This is an optimization exercise on Yosys and OpenROAD, whose aim is small area, not a production implementation.
Only simulation tests tie the RTL to the original design; equivalence was not proved.
The flow treats the clock pin as an ideal source, which a real chip does not have.
No activity file was given, so power comes from the tool's default toggle rates.

==> flow/design.v <==
module uart_rx (
	input wire clk,
	input wire nrst,
	input wire rxd,
	output wire [7:0] data,
	output wire data_v
);
localparam [12:0] L_N = 13'd339;
localparam [12:0] L_N3_2 = 13'd4953;
reg [8:0] sr;
reg [12:0] cnt;
wire idle = sr[0];
wire cnt_low = (cnt == 0);
wire [12:0] cnt_step = {cnt[11:0], cnt[12] ^ cnt[2] ^ (cnt[12] && cnt[11:0] == 0)};
wire start = cnt_low && idle && !rxd;
wire sample = cnt_low && !idle;
assign data = sr[8:1];
assign data_v = idle && (cnt == L_N);
always @(posedge clk) begin
	if (!nrst)
		cnt <= 0;
	else
		cnt <= start ? L_N3_2 : sample ? L_N : cnt_step;
	if (!nrst)
		sr[0] <= 1;
	else if (start)
		sr <= 9'h100;
	else if (sample)
		sr <= {rxd, sr[8:1]};
end
endmodule  
module uart_rx_dbg (
	input wire clk,
	input wire nrst,
	input wire rxd,
	output wire [12:0] data,
	output wire data_v
);
reg [12:0] cnt;
reg rxd_r;
reg edge_r;
wire chg = rxd_r != rxd;
wire stop = cnt[12] & cnt[11] & cnt[9];
assign data = cnt;
assign data_v = edge_r && (cnt >= 13'd3906) && (cnt <= 13'd6510);
always @(posedge clk) begin
	rxd_r <= rxd;
	edge_r <= nrst && chg;
	if (!nrst)
		cnt <= 0;
	else if (edge_r)
		cnt <= {12'b0, !chg};
	else
		cnt <= cnt + {12'b0, !chg && !stop};
end
endmodule  
module uart_tx (
	input wire clk,
	input wire nrst,
	input wire [7:0] data,
	input wire data_valid,
	output reg data_ready,
	output reg txd
);
localparam [12:0] L_N = 13'd339;
reg [12:0] cnt;
reg [3:0] ph;
wire idle = (ph == 1);
wire cnt0 = (cnt == 0);
wire [12:0] cnt_step = {cnt[11:0], cnt[12] ^ cnt[2] ^ (cnt[12] && cnt[11:0] == 0)};
wire [3:0] ph_inc = ph + 4'd1;
always @(posedge clk) begin
	cnt <= (idle || cnt0) ? L_N : cnt_step;
	if (!nrst) begin
		ph <= 1;
		data_ready <= 0;
		txd <= 1;
	end else if (idle) begin
		if (data_valid) begin
			ph <= 7;
			txd <= 0;
		end
	end else if (cnt0) begin
		ph <= ph_inc;
		if (ph == 0)
			data_ready <= 1;
		else
			txd <= ph_inc[3] ? data[ph_inc[2:0]] : 1'b1;
	end
end
endmodule  
module led (
	input wire clk,
	input wire nrst,
	input wire [31:0] data,  
	input wire [1:0] zero,  
	output reg [7:0] led_segments,
	output reg [7:0] led_enable
);
reg [12:0] c_lo;
reg [2:0] c_hi;
reg r1;
reg [3:0] digit;
reg [3:0] digit_d;
wire lo_z = (c_lo[11:0] == 0);
wire [12:0] lo_step = {c_lo[11:0], c_lo[12] ^ c_lo[3] ^ c_lo[2] ^ c_lo[0] ^ lo_z};
wire [12:0] cnt_lo = r1 ? 13'd0 : lo_step;
wire [2:0] cnt_hi = r1 ? 3'd0 : c_hi + (c_lo[12] && lo_z);
always @(posedge clk) begin
	r1 <= !nrst;
	c_lo <= cnt_lo;
	c_hi <= cnt_hi;
	digit_d <= digit;
	if (!nrst)
		digit <= 4'hf;
	else
		digit <= zero[cnt_hi[2]] ? 4'd0 : data[cnt_hi*4 +: 4];
end
localparam [111:0] PAT = {
	7'b000_1110, 7'b000_0110, 7'b010_0001, 7'b100_0110,
	7'b000_0011, 7'b000_1000, 7'b001_0000, 7'b000_0000,
	7'b111_1000, 7'b000_0010, 7'b001_0010, 7'b001_1001,
	7'b011_0000, 7'b010_0100, 7'b111_1001, 7'b100_0000};
wire [6:0] pat = PAT[digit_d*7 +: 7];
always @(*) begin
	led_enable = 8'hff;
	if (!r1) led_enable[c_hi] = 1'b0;
	led_segments = r1 ? 8'hff : {1'b1, pat};
end
endmodule  
module ac4e6_board (
	input wire clk50,
	input wire [3:0] key,
	input wire [7:0] switch,
	input wire ps2_data,
	input wire ps2_sdck,
	input wire ch340_rx,
	output wire ch340_tx,
	output wire buzzer,
	output wire [7:0] led_segments,
	output wire [7:0] led_enable,
	output wire [2:0] vga_rgb,
	output wire vga_hsync,
	output wire vga_vsync,
	output wire [11:0] led
);
assign buzzer = '1;
assign vga_rgb = '1;
assign vga_hsync = '1;
assign vga_vsync = '1;
assign led = '1;
wire nrst;
assign nrst = key[2];
wire [7:0] uart_q;
wire uart_qv;
uart_rx i_uart_rx(clk50, nrst, ch340_rx, uart_q, uart_qv);
wire [12:0] uart_dbg;
wire uart_dbg_v;
uart_rx_dbg i_uart_dbg(clk50, nrst, ch340_rx, uart_dbg, uart_dbg_v);
localparam [2:0] Q_IDLE = 3'b000, Q_NEW = 3'b101, Q_ONE = 3'b100, Q_TWO = 3'b110, Q_NEXT = 3'b001;
reg [7:0] ch340_data;
reg [2:0] q;
wire ch340_data_valid = q[2];
wire ch340_data_ready;
uart_tx i_uart_tx(clk50, nrst, ch340_data, ch340_data_valid, ch340_data_ready, ch340_tx);
always @(posedge clk50) begin
	if (q[0])
		ch340_data <= uart_q;
	if (!nrst)
		q <= Q_IDLE;
	else case (q)
		Q_IDLE: q <= uart_qv ? Q_NEW : Q_IDLE;
		Q_NEW: q <= ch340_data_ready ? Q_IDLE : Q_ONE;
		Q_ONE: q <= ch340_data_ready ? (uart_qv ? Q_NEXT : Q_IDLE) : (uart_qv ? Q_TWO : Q_ONE);
		Q_TWO: q <= ch340_data_ready ? Q_NEXT : Q_TWO;
		default: q <= Q_ONE;  
	endcase
end
reg [12:0] led_lo, led_hi;
reg z_lo, z_hi;
led i_led(clk50, nrst, {3'b0, led_hi, 3'b0, led_lo}, {z_hi, z_lo}, led_segments, led_enable);
always @(posedge clk50) begin
	if (uart_dbg_v) begin
		led_lo <= uart_dbg;
		led_hi <= led_lo;
	end
	if (!nrst) begin
		z_lo <= 1;
		z_hi <= 1;
	end else if (uart_dbg_v) begin
		z_lo <= 0;
		z_hi <= z_lo;
	end
end
endmodule  
clock: 20.0 ns
lec_check: 0
cap_margin: 20
core_margin: 2
core_utilization: 70
slew_margin: 20
standard.sh (not shown) runs the stock make flow with config.mk's settings and CLKGATE_MAP_FILE= SYNTH_SCRIPT=/design/flow/synth_recipe.tcl, a recipe that flattens the netlist after the stock synthesis.
==> flow/flow/run.sh <==
#!/bin/bash
# The standard ORFS layout (standard.sh: unchanged synthesis, floorplan, power
# grid, placement and routing), with these settings changed:
#  - clock tree: clkbuf_4 buffers and no dummy loads; afterwards each leaf
#    clock buffer gets the smallest clkbuf size that keeps its flip-flop clock
#    pins' slew under 95 ps, and every other cell is given the smallest
#    equivalent cell that keeps timing and slew/capacitance limits
#    (flow/post_cts.tcl, run as ORFS's POST_CTS_TCL),
#  - port buffers: buf_1 cells,
#  - constant outputs: one tie cell per value instead of one per port.
# The make output goes to standard_flow.log; ORFS's per-step logs are under orfs/logs.
set -euo pipefail
export CTS_ARGS="-sink_clustering_enable -repair_clock_nets -dont_use_dummy_load -buf_list sky130_fd_sc_hd__clkbuf_4"
export POST_CTS_TCL="$(pwd)/flow/post_cts.tcl"
export BUFFER_PORTS_ARGS="-buffer_cell sky130_fd_sc_hd__buf_1"
export SKIP_REPAIR_TIE_FANOUT=1
bash standard.sh finish > standard_flow.log 2>&1
Other scripts of this flow, unchanged in this note and not shown: flow/flow/post_cts.tcl
The starting point passed the timing, design-rule and antenna checks.
Change:
--- a/flow/flow/run.sh
+++ b/flow/flow/run.sh
@@ -2,2 +2,5 @@
-# The standard ORFS layout (standard.sh: unchanged synthesis, floorplan, power
-# grid, placement and routing), with these settings changed:
+# The standard ORFS layout (standard.sh: synthesis, floorplan, power grid,
+# placement and routing), with these changes:
+#  - after the standard synthesis, its combinational cells are mapped again
+#    for area by flow/remap.sh (flip-flops and tie cells kept as they are);
+#    the standard netlist is kept as 1_2_yosys_standard.v,
@@ -16,0 +20,4 @@
+R=$(pwd)/orfs/results/sky130hd/ac4e6_board/base
+bash standard.sh "$R/1_2_yosys.v" > standard_synth.log 2>&1
+cp "$R/1_2_yosys.v" "$R/1_2_yosys_standard.v"
+bash flow/remap.sh "$R/1_2_yosys_standard.v" "$R/1_2_yosys.v" > remap.log 2>&1
==> flow/flow/remap.sh (new file) <==
#!/bin/bash
# remap.sh IN.v OUT.v: re-map the combinational logic of the standard
# synthesis netlist IN.v with Yosys's ABC (default, area-oriented script) and
# write OUT.v. The flip-flops and tie cells are kept as they are (same
# instances, names and cell types); every other cell is read as its liberty
# function and mapped again.
set -euo pipefail
IN=$1; OUT=$2
LIB=${FLOW_HOME:-/OpenROAD-flow-scripts/flow}/platforms/sky130hd/lib/sky130_fd_sc_hd__tt_025C_1v80.lib
YOSYS=${FLOW_HOME:-/OpenROAD-flow-scripts/flow}/../tools/install/yosys/bin/yosys
[[ -x $YOSYS ]] || YOSYS=yosys
DU="-dont_use *probe* -dont_use *lpflow* -dont_use *clkbuf* -dont_use *clkinv* -dont_use *clkdly* -dont_use *dlygate* -dont_use *dlymetal* -dont_use *bufbuf* -dont_use *_16 -dont_use *_12"
$YOSYS -p "
read_liberty -ignore_miss_func $LIB
read_verilog -sv $IN
hierarchy -top ac4e6_board
blackbox sky130_fd_sc_hd__*df* sky130_fd_sc_hd__*dl* sky130_fd_sc_hd__conb_1
flatten
opt_clean -purge
abc -liberty $LIB $DU
opt_clean -purge
setundef -zero
splitnets
hilomap -singleton -hicell sky130_fd_sc_hd__conb_1 HI -locell sky130_fd_sc_hd__conb_1 LO
insbuf -buf sky130_fd_sc_hd__buf_1 A X
opt_clean -purge
read_liberty -overwrite -lib $LIB
hierarchy -top ac4e6_board
stat -liberty $LIB
check -assert -mapped
write_verilog -noattr -nohex -nodec $OUT
"
Register-to-register slack gets better by 0.15 ns.
Cell area drops by about 7%.
Global-route usage climbs by 1.3 points.
Sequential power stays flat.
Routed wire length drops by 2.2%.
Clock power climbs by about 5%.
Change:
--- a/flow/flow/remap.sh
+++ b/flow/flow/remap.sh
@@ -6 +6,2 @@
-# function and mapped again.
+# function and mapped again: ABC restructures it (&deepsyn, 30 s) and maps
+# it to the library (&dch, &nf).
@@ -20 +21 @@
-abc -liberty $LIB $DU
+abc -liberty $LIB $DU -script +strash;&get,-n;&deepsyn,-T,30;&put;&get,-n;&dch,-f;&nf,-R,1000;&put
@@ -32,0 +34,21 @@
+
+# Prove the new netlist equivalent to the standard one (flip-flops cut, same
+# names on both sides); keep the standard netlist if the proof fails.
+if ! $YOSYS -p "
+read_liberty -ignore_miss_func $LIB
+blackbox sky130_fd_sc_hd__*df* sky130_fd_sc_hd__*dl* sky130_fd_sc_hd__conb_1
+read_verilog -sv $IN
+rename ac4e6_board gold
+read_verilog -sv $OUT
+rename ac4e6_board gate
+flatten gold gate
+opt_clean
+equiv_make gold gate eq
+hierarchy -top eq
+equiv_simple
+equiv_induct
+equiv_status -assert
+"; then
+  echo "remap: equivalence not proven, using the standard netlist"
+  cp "$IN" "$OUT"
+fi
The changed run finished with timing, DRC and antenna clean.
Total power drops by a few percent.
Setup slack improved by 0.10 ns.
Die area goes down slightly.
Fmax goes up slightly.
Via count grows slightly.
First-iteration DRC count increases by a quarter to a third.
Wire length drops by a few percent.
Global-route usage falls by 0.36 points.
Non-clock buffer count stays the same.
Register-to-register slack improves by 0.15 ns.

separate check: timing with driven ports:
The results above use ideal ports. As a check the final layouts listed here were re-extracted and re-timed, cells and wires unchanged.
Step 1, drivers: a clkbuf_16 drives clk50 and a buf_2 each remaining input, both assumed.
Step 2 adds t to the input delays and takes it off the output delays; t is the mean of the earliest and latest rising clock arrival at the registers after step 1. Input paths then give back, and output paths get back, about the clock's delay inside the block.
Three values: ideal, step 1, step 2; two values: the first two.
run | shift t [ns] | setup WS [ns] | worst setup path after step 2 | clock arrival spread, ns | worst register clock-pin slew, ns
the first run | 0.485 | 13.816 / 13.788 / 13.660 | input to register | 0.050 / 0.050 | 0.09 / 0.09
the second run | 0.508 | 13.917 / 13.924 / 13.417 | input to register | 0.050 / 0.049 | 0.09 / 0.09
the third run | 0.497 | 14.017 / 13.990 / 13.867 | input to register | 0.051 / 0.051 | 0.09 / 0.09
After both steps every run listed still meets setup and hold. For the second run, which loses most, drivers alone change the setup slack by +0.007 ns; drivers and shift together by -0.500 ns.
